Source: an optimization exercise on an open RTL-to-GDS flow (aim: small area and a short achievable clock period). Production flows keep margins and buffers that such runs may drop.
Where RTL was checked, it was by simulation tests only, not by an equivalence proof against the original.
Power is estimated from default activity; no workload was simulated.

==> 02-18: inputs <==
## commit_fifo
module commit_fifo #(
    parameter int P_ADDR_WIDTH = 5,
    parameter int P_DATA_WIDTH = 32
) (
    input  logic                    clk,
    input  logic                    rst,
    input  logic                    wr_en,
    input  logic                    commit,
    input  logic [P_DATA_WIDTH-1:0] data_in,
    output logic                    full,
    input  logic                    rd_en,
    output logic [P_DATA_WIDTH-1:0] data_out,
    output logic                    empty
);
==> module commit_fifo, before the edit <==
module commit_fifo #(
    parameter int P_ADDR_WIDTH = 5,
    parameter int P_DATA_WIDTH = 32
) (
    input  logic                    clk,
    input  logic                    rst,
    input  logic                    wr_en,
    input  logic                    commit,
    input  logic [P_DATA_WIDTH-1:0] data_in,
    output logic                    full,
    input  logic                    rd_en,
    output logic [P_DATA_WIDTH-1:0] data_out,
    output logic                    empty
);
logic [P_DATA_WIDTH-1:0] ram [2**P_ADDR_WIDTH];
logic [P_ADDR_WIDTH:0] waddr_q;
logic [P_ADDR_WIDTH:0] waddr_commit;
logic [P_ADDR_WIDTH:0] raddr_q;
logic  addr_eq;
logic  addr_wrap;
assign addr_eq   = raddr_q[P_ADDR_WIDTH-1:0] == waddr_q[P_ADDR_WIDTH-1:0];
assign addr_wrap = raddr_q[P_ADDR_WIDTH]     != waddr_q[P_ADDR_WIDTH];  
logic [P_ADDR_WIDTH:0] waddr_inc;
assign waddr_inc = waddr_q + 'd1;
assign full = addr_eq && addr_wrap;
always_ff @(posedge clk)
    if (wr_en && !full)
        ram[waddr_q[P_ADDR_WIDTH-1:0]] <= data_in;
logic discarding;
always_ff @(posedge clk)
    if (rst)
        discarding <= 0;
    else if (wr_en)
        if (commit)
            discarding <= 0;
        else if (full)
            discarding <= 1;
always_ff @(posedge clk)
    if (rst) begin
        waddr_q      <= 0;
        waddr_commit <= 0;
    end else if (wr_en)
        if (full || discarding) begin
            waddr_q <= waddr_commit;
        end else begin
            waddr_q <= waddr_inc;
            if (commit)
                waddr_commit <= waddr_inc;
        end
logic  empty_p;
assign empty_p = waddr_commit == raddr_q;
logic output_slot_avail;
logic ready;
always_ff @(posedge clk)
    if (rst)
        output_slot_avail <= 1'b1;
    else 
        output_slot_avail <= empty_p && ready;
assign ready = rd_en || output_slot_avail;
assign empty = output_slot_avail;
always_ff @(posedge clk)
    if (rst)
        raddr_q <= 'h0;
    else if (ready && !empty_p)
        raddr_q <= raddr_q + 1;
always_ff @(posedge clk)
    if (ready)
        data_out <= ram[raddr_q[P_ADDR_WIDTH-1:0]];
endmodule
Settings: LEC_CHECK=0, CAP_MARGIN=20, CORE_MARGIN=2, CORE_UTILIZATION=40, SLEW_MARGIN=20; clock period 5.0 ns.
run.sh (not shown) runs the stock make flow with config.mk's settings and CLKGATE_MAP_FILE= SYNTH_SCRIPT=/design/flow/synth_recipe.tcl, a recipe that flattens the netlist after the stock synthesis.
==> 06-24: changes against 02-18 <==
==> flow/design.v (replaced) <==
module commit_fifo #(
    parameter int P_ADDR_WIDTH = 5,
    parameter int P_DATA_WIDTH = 32
) (
    input  logic                    clk,
    input  logic                    rst,
    input  logic                    wr_en,
    input  logic                    commit,
    input  logic [P_DATA_WIDTH-1:0] data_in,
    output logic                    full,
    input  logic                    rd_en,
    output logic [P_DATA_WIDTH-1:0] data_out,
    output logic                    empty
);
localparam int N = 2**P_ADDR_WIDTH;
logic [P_DATA_WIDTH-1:0] ram [N];
logic [P_ADDR_WIDTH:0] waddr_q;
logic [P_ADDR_WIDTH:0] waddr_commit;
logic [P_ADDR_WIDTH:0] raddr_q;
logic [N-1:0]          rsel_n;       
logic [N-1:0]          wsel_q;       
logic                  full_q;       
logic                  not_full_q;   
logic                  empty_p;      
logic                  discarding;
logic                  output_slot_avail;   
logic                  slot_used_q;         
logic [P_ADDR_WIDTH:0] waddr_inc;
logic [P_ADDR_WIDTH:0] raddr_inc;
logic                  occ_m1;       
logic                  ccnt_full;    
logic                  ccnt_one;     
assign waddr_inc = waddr_q + 1'b1;
assign raddr_inc = raddr_q + 1'b1;
assign occ_m1    = (waddr_inc    ^ raddr_q) == {1'b1, {P_ADDR_WIDTH{1'b0}}};
assign ccnt_full = (waddr_commit ^ raddr_q) == {1'b1, {P_ADDR_WIDTH{1'b0}}};
assign ccnt_one  = waddr_commit == raddr_inc;
logic ready, adv, wr_ok, wr_drop, wr_commit, full_next, avail_next;
assign ready     = rd_en || !slot_used_q;
assign adv       = ready && !empty_p;
assign wr_ok     = wr_en && not_full_q && !discarding;
assign wr_drop   = wr_en && !(not_full_q && !discarding);
assign wr_commit = wr_ok && commit;
assign full_next  = !rst && !adv && (wr_ok ? occ_m1 : wr_drop ? ccnt_full : !not_full_q);
assign avail_next = rst || (empty_p && ready);
assign full  = full_q;
assign empty = output_slot_avail;
logic [N-1:0] wsel_next;
always_comb
    for (int i = 0; i < N; i++)
        if (rst)
            wsel_next[i] = i == 0;
        else if (wr_drop)
            wsel_next[i] = waddr_commit[P_ADDR_WIDTH-1:0] == i;
        else if (wr_ok)
            wsel_next[i] = wsel_q[(i+N-1)%N];
        else
            wsel_next[i] = wsel_q[i];
always_ff @(posedge clk)
    wsel_q <= wsel_next;
for (genvar i = 0; i < N; i++) begin : g_ram
    always_ff @(posedge clk)
        if (not_full_q && wsel_q[i])
            ram[i] <= data_in;
end
logic [P_DATA_WIDTH-1:0] rdata;
always_comb begin
    rdata = '1;
    for (int i = 0; i < N; i++)
        rdata = rdata & ({P_DATA_WIDTH{rsel_n[i]}} | ram[i]);
end
always_ff @(posedge clk) begin
    full_q            <= full_next;
    not_full_q        <= !full_next;
    output_slot_avail <= avail_next;
    slot_used_q       <= !avail_next;
end
always_ff @(posedge clk)
    if (rst) begin
        discarding        <= 1'b0;
        waddr_q           <= '0;
        waddr_commit      <= '0;
        raddr_q           <= '0;
        rsel_n            <= {{(N-1){1'b1}}, 1'b0};
        empty_p           <= 1'b1;
    end else begin
        if (wr_en)
            discarding <= !commit && !(not_full_q && !discarding);
        if (wr_drop)
            waddr_q <= waddr_commit;
        else if (wr_ok)
            waddr_q <= waddr_inc;
        if (wr_commit)
            waddr_commit <= waddr_inc;
        if (adv) begin
            raddr_q <= raddr_inc;
            rsel_n  <= {rsel_n[N-2:0], rsel_n[N-1]};
        end
        empty_p <= !wr_commit && (adv ? ccnt_one : empty_p);
    end
logic [P_DATA_WIDTH-1:0] data_hold;
logic hold;
assign hold = slot_used_q && !rd_en;    
always_ff @(posedge clk)
    if (!hold)
        data_hold <= rdata;
always_ff @(posedge clk)
    data_out <= ready ? rdata : data_hold;
endmodule
- CORE_UTILIZATION: 40 -> 65
- SETUP_SLACK_MARGIN: default -> 3.0
==> comparison <==
- In 02-18 the clock skew is higher than in 06-24, by 0.011 ns.
- Against 06-24, the power of 02-18 is higher by about 4%.
- In 02-18 the design area is lower than in 06-24, by about 1%.
- Of 02-18 and 06-24, 06-24 has the higher routed wire length (gap about 30%, measured against 06-24).
- Worst hold slack: 02-18 is better than 06-24 (0.096 ns).
- 06-24 completed without violations. 02-18 ran to the end with no violations.
- In clock power, 02-18 and 06-24 hardly differ.
==> figures <==
| item | 06-24 | 02-18 |
|---|---|---|
| Outcome | no timing/DRC/antenna violations | no timing/DRC/antenna violations |
| Synthesized netlist cell count | 2516 | 2056 |
| Worst Hold Endpoint | data_out[23] | waddr_commit[0] |
| Sequential Area | 0.0343 mm^2 | 0.0321 mm^2 |
| Worst reg-to-reg setup slack | 2.95 ns | 1.54 ns |
| Max Clock Freq | 463 MHz | 249 MHz |
| Routability-driven placement congestion ratio | 0.821 | 0.844 |
| Clock skew | 0.0234 ns | 0.0344 ns |
| Final period util | 0.432 | 0.803 |
| Total global-route track usage | 0.437 | 0.193 |
| Fraction of met2 tracks used by global routing | 0.646 | 0.298 |
| Total power draw | 0.0225 W | 0.0233 W |
| Biggest cell delay along the critical path | 0.37 ns | 0.75 ns |
No functional check of the RTL was part of 06-24.

## separate check: timing with driven ports
How much do the figures lean on ideal ports? The routed layouts below were timed once more, with nothing changed but the port constraints. Step 1, drivers: a clkbuf_16 drives clk and a buf_2 each remaining input, both assumed. Step 2 moves the port delays by t, midway between the first and last clock arrival at a register: inputs arrive t later, outputs are due t later. That takes back most of the time a late clock gives input paths. a / b / c = ideal / step 1 / step 2; a / b = the first two.
run	t, ns	setup WS [ns]	worst hold slack (ns)	slew at the worst register clock pin (ns)	worst slew at a driven data input, ns
02-18	0.740	0.987 / 0.913 / 1.092	0.530 / 0.530 / 0.530	0.07 / 0.07	0.09
06-24	0.730	2.841 / 2.777 / 2.282	0.434 / 0.434 / 0.434	0.07 / 0.07	0.09
After both steps setup and hold are still met in every run listed. For 06-24, which loses most, drivers alone change the setup slack by -0.064 ns; drivers and shift together by -0.559 ns.
